What follows belongs to an exercise in optimizing a design on an open flow for small area and a short achievable clock period; a production flow would make more cautious choices.
Only simulation tests tie the RTL to the original design; equivalence was not proved.

Design TopProcessor, start of the top module:
module TopProcessor(Clk, Reset, InstrAddr, Instruction, DataAddr, DataWData, MemWrite, MemRead, DataRData, WriteData);
make LEC_CHECK=0 CAP_MARGIN=20 CORE_MARGIN=2 CORE_UTILIZATION=40 SETUP_SLACK_MARGIN=5 SLEW_MARGIN=20 SYNTH_HIERARCHICAL=1 finish   # period 24.0 ns
run.sh (not shown) runs the stock make flow with config.mk's settings and CLKGATE_MAP_FILE= SYNTH_SCRIPT=/design/flow/synth_recipe.tcl, a recipe that flattens the netlist after the stock synthesis.
Edit:
==> flow/flow/run.sh (new file) <==
#!/bin/bash
# Own layout flow: the standard synthesis unchanged, then ORFS from
# floorplan to finish with three knobs the flow settings cannot reach:
#  - a larger setup margin for the timing repair steps,
#  - repair of the worst path only (no total-negative-slack repair),
#  - buf_2 cells as the port buffers.
# Each step's full output goes to its own log in this folder.
set -euo pipefail
MARGIN=8
bash standard.sh synth > synth.log 2>&1
sed -e "s|\"\${@:-finish}\"|SETUP_SLACK_MARGIN=$MARGIN TNS_END_PERCENT=0 BUFFER_PORTS_ARGS='-buffer_cell sky130_fd_sc_hd__buf_2' \"\${@:-finish}\"|" standard.sh > layout.sh
bash layout.sh > layout.log 2>&1
==> flow/standard.sh (new file) <==
#!/bin/bash
# synth_recipe.tcl (not shown) runs the flow's synth.tcl, then flattens the netlist and writes it again
# the make line also repeats each setting of config.mk as NAME=value (left out here)
make -C /OpenROAD-flow-scripts/flow DESIGN_CONFIG=/design/flow/config.mk WORK_HOME=/design/flow/orfs CLKGATE_MAP_FILE= SYNTH_SCRIPT=/design/flow/synth_recipe.tcl "${@:-finish}"
- CORE_UTILIZATION: 40 -> 55
removed: flow/run.sh
What happened: Cell area is higher by a few percent; global-route usage is higher by 15 points; area after synthesis is unchanged; core utilization is higher by 20 points; sequential share of layout area is lower by 1.2 points; worst setup slack gets better by 1700 ps.

## run A
Another version of the RTL of TopProcessor (not shown whole).
For scale: about 4,900 cells after synthesis, about 1,000 flip-flops, ~61,000 um^2 of cells after synthesis.
clock: 24.0 ns
lec_check: 0
cap_margin: 10
core_margin: 2
core_utilization: 62
cts_cluster_diameter: 80
cts_cluster_size: 20
setup_slack_margin: 5
slew_margin: 10
synth_hierarchical: 1
standard.sh (not shown) runs the stock make flow with config.mk's settings and CLKGATE_MAP_FILE= SYNTH_SCRIPT=/design/flow/synth_recipe.tcl, a recipe that flattens the netlist after the stock synthesis.
==> flow/flow/run.sh <==
#!/bin/bash
# Own layout flow: the standard synthesis unchanged, then ORFS from
# floorplan to finish with four knobs the flow settings cannot reach:
#  - a larger setup margin for the timing repair steps,
#  - repair of the worst path only (no total-negative-slack repair),
#  - buf_1 cells as the port buffers,
#  - sizing not held to the same cell footprint.
# Each step's full output goes to its own log in this folder.
set -euo pipefail
MARGIN=8.5
bash standard.sh synth > synth.log 2>&1
sed -e "s|\"\${@:-finish}\"|SETUP_SLACK_MARGIN=$MARGIN TNS_END_PERCENT=0 MATCH_CELL_FOOTPRINT=0 BUFFER_PORTS_ARGS='-buffer_cell sky130_fd_sc_hd__buf_1' \"\${@:-finish}\"|" standard.sh > layout.sh
bash layout.sh > layout.log 2>&1
Here is what was changed in the inputs of run B compared with run A.
- CAP_MARGIN: 10 -> 20
- CORE_UTILIZATION: 62 -> 55
- SLEW_MARGIN: 10 -> 20
- CTS_CLUSTER_DIAMETER: 80 -> unset
- CTS_CLUSTER_SIZE: 20 -> unset
==> flow/flow/run.sh <==
#!/bin/bash
# Own layout flow: the standard synthesis unchanged, then ORFS from
# floorplan to finish with four knobs the flow settings cannot reach:
#  - a larger setup margin for the timing repair steps,
#  - repair of the worst path only (no total-negative-slack repair),
#  - buf_2 cells as the port buffers,
#  - sizing not held to the same cell footprint.
# Each step's full output goes to its own log in this folder.
set -euo pipefail
MARGIN=10
bash standard.sh synth > synth.log 2>&1
sed -e "s|\"\${@:-finish}\"|SETUP_SLACK_MARGIN=$MARGIN TNS_END_PERCENT=0 MATCH_CELL_FOOTPRINT=0 BUFFER_PORTS_ARGS='-buffer_cell sky130_fd_sc_hd__buf_2' \"\${@:-finish}\"|" standard.sh > layout.sh
bash layout.sh > layout.log 2>&1
--- outcome ---
On final area: run B sits above run A. Final setup violation count came out exactly the same in run B and run A. Taking run B over run A, the number of instances resized during post-cts repair ratio works out to 1.6. Summary of run B over run A: post-placement worst setup slack higher, last weighted congestion value of the routability-driven placer decreased about 0.6%, aggregate global-route resource usage went down, instance count of the mapped netlist stayed essentially flat. The die of run B is larger than the one used in run A. Looking at startpoint of the worst setup timing path, the Instruction[16] result is from run A; the Instruction[24] one comes from run B.
Edits applied to the flow inputs when going from run B to run C:
- changing SLEW_MARGIN from 20 to 10
- setting CTS_CLUSTER_DIAMETER to 80 for the first time
- changing CAP_MARGIN from 20 to 10
- setting CTS_CLUSTER_SIZE to 20 for the first time
--- a/flow/flow/run.sh
+++ b/flow/flow/run.sh
@@ -9,3 +9,3 @@
 set -euo pipefail
-MARGIN=10
+MARGIN=7.2
 bash standard.sh synth > synth.log 2>&1
==> run summary <==
Compared with run B, in run C combined buffer and inverter count along the critical path up 4, critical path depth up about 25%, sequential share of layout area up 1.3 points.
Compared to run B, run C reaches a lower achievable clock.
Against run B, run C reports a final area that is lower.
Routed wire length improves in run C relative to run B.
Looking at total number of H-tree levels, run C sits 1 lower than run B does.
Re layout buffering overhead excluding clock cells: run C is 0.26 points down on run B.
diff inputs: run C => run D
- CTS_CLUSTER_SIZE now 24, was 20
- CTS_CLUSTER_DIAMETER now 90, was 80
--- a/flow/flow/run.sh
+++ b/flow/flow/run.sh
@@ -9,3 +9,3 @@
 set -euo pipefail
-MARGIN=7.2
+MARGIN=7.5
 bash standard.sh synth > synth.log 2>&1
--- outcome ---
Higher cell area among run C and run D: run D
Delta(ratio of routed vias to standard cells, run D - run C) > 0
From run D to run C, fraction of registers with async set or reset after synthesis did not move at all.
In the tables for run C and run D, relative slew slack reads higher with run C.
In run D the sequential share of cell area turned out 0.35 points lower than in run C.
Taking run C as the reference point, the worst setup slack of run D rises by 0.15 ns.
In run D, layout overhead on the synthesized area is higher than in run C.
Changes in run E relative to run D:
- CTS_CLUSTER_DIAMETER: 90 -> 80
- CTS_CLUSTER_SIZE: 24 -> 20
--- a/flow/flow/run.sh
+++ b/flow/flow/run.sh
@@ -9,3 +9,3 @@
 set -euo pipefail
-MARGIN=7.5
+MARGIN=8.5
 bash standard.sh synth > synth.log 2>&1
Run E: no failed stages, no open violations at the end. Between run D and run E, the difference in worst hold slack across all endpoints is negligible. Min number of non-clock buffers in the layout across run D and run E: run E. Count of clock-buffer cells in the layout up 20% in run E wrt run D. On number of multi-input logic gates, run D tracks run E almost exactly. As far as flip-flop and latch count goes, run E and run D are indistinguishable; the numbers are identical. Run D → run E: cell area fell 1.5%, global placer's final weighted congestion about even. Run D has a higher wire length reported by the detailed router than run E.

[separate check: timing with driven ports]
The results above use ideal ports. As a check the final layouts listed here were re-extracted and re-timed, cells and wires unchanged. Step 1 (the two cells are an assumption about what drives the block):
set clk [get_ports {Clk}]
set_driving_cell -lib_cell sky130_fd_sc_hd__clkbuf_16 $clk
set_driving_cell -lib_cell sky130_fd_sc_hd__buf_2 [delete_from_list [all_inputs] $clk]
Step 2 times the ports against the registers' clock, not the clock port: input delays grow and output delays shrink by t, the midpoint of the rising clock arrivals with the driver on. Slacks: ideal / step 1 / step 2; pairs: ideal / step 1.
| run | t, ns | setup WS [ns] | worst setup path at the end | worst slew at a driven data input, ns |
|---|---|---|---|---|
| the first run of note 1 | 0.790 | 5.216 / 5.183 / 5.183 | input to output | 0.09 |
| the second run of note 1 | 0.776 | 6.908 / 6.706 / 6.706 | input to output | 0.22 |
| run A | 0.768 | 6.622 / 6.522 / 6.522 | input to output | 0.13 |
| run B | 0.768 | 6.993 / 6.898 / 6.898 | input to output | 0.11 |
| run C | 0.774 | 6.914 / 6.836 / 6.836 | input to output | 0.11 |
| run D | 0.764 | 7.061 / 6.965 / 6.965 | input to output | 0.11 |
| run E | 0.772 | 7.039 / 6.948 / 6.948 | input to output | 0.12 |
After both steps every run listed still meets setup and hold. For the second run of note 1, which loses most, drivers alone change the setup slack by -0.202 ns; drivers and shift together by -0.202 ns.
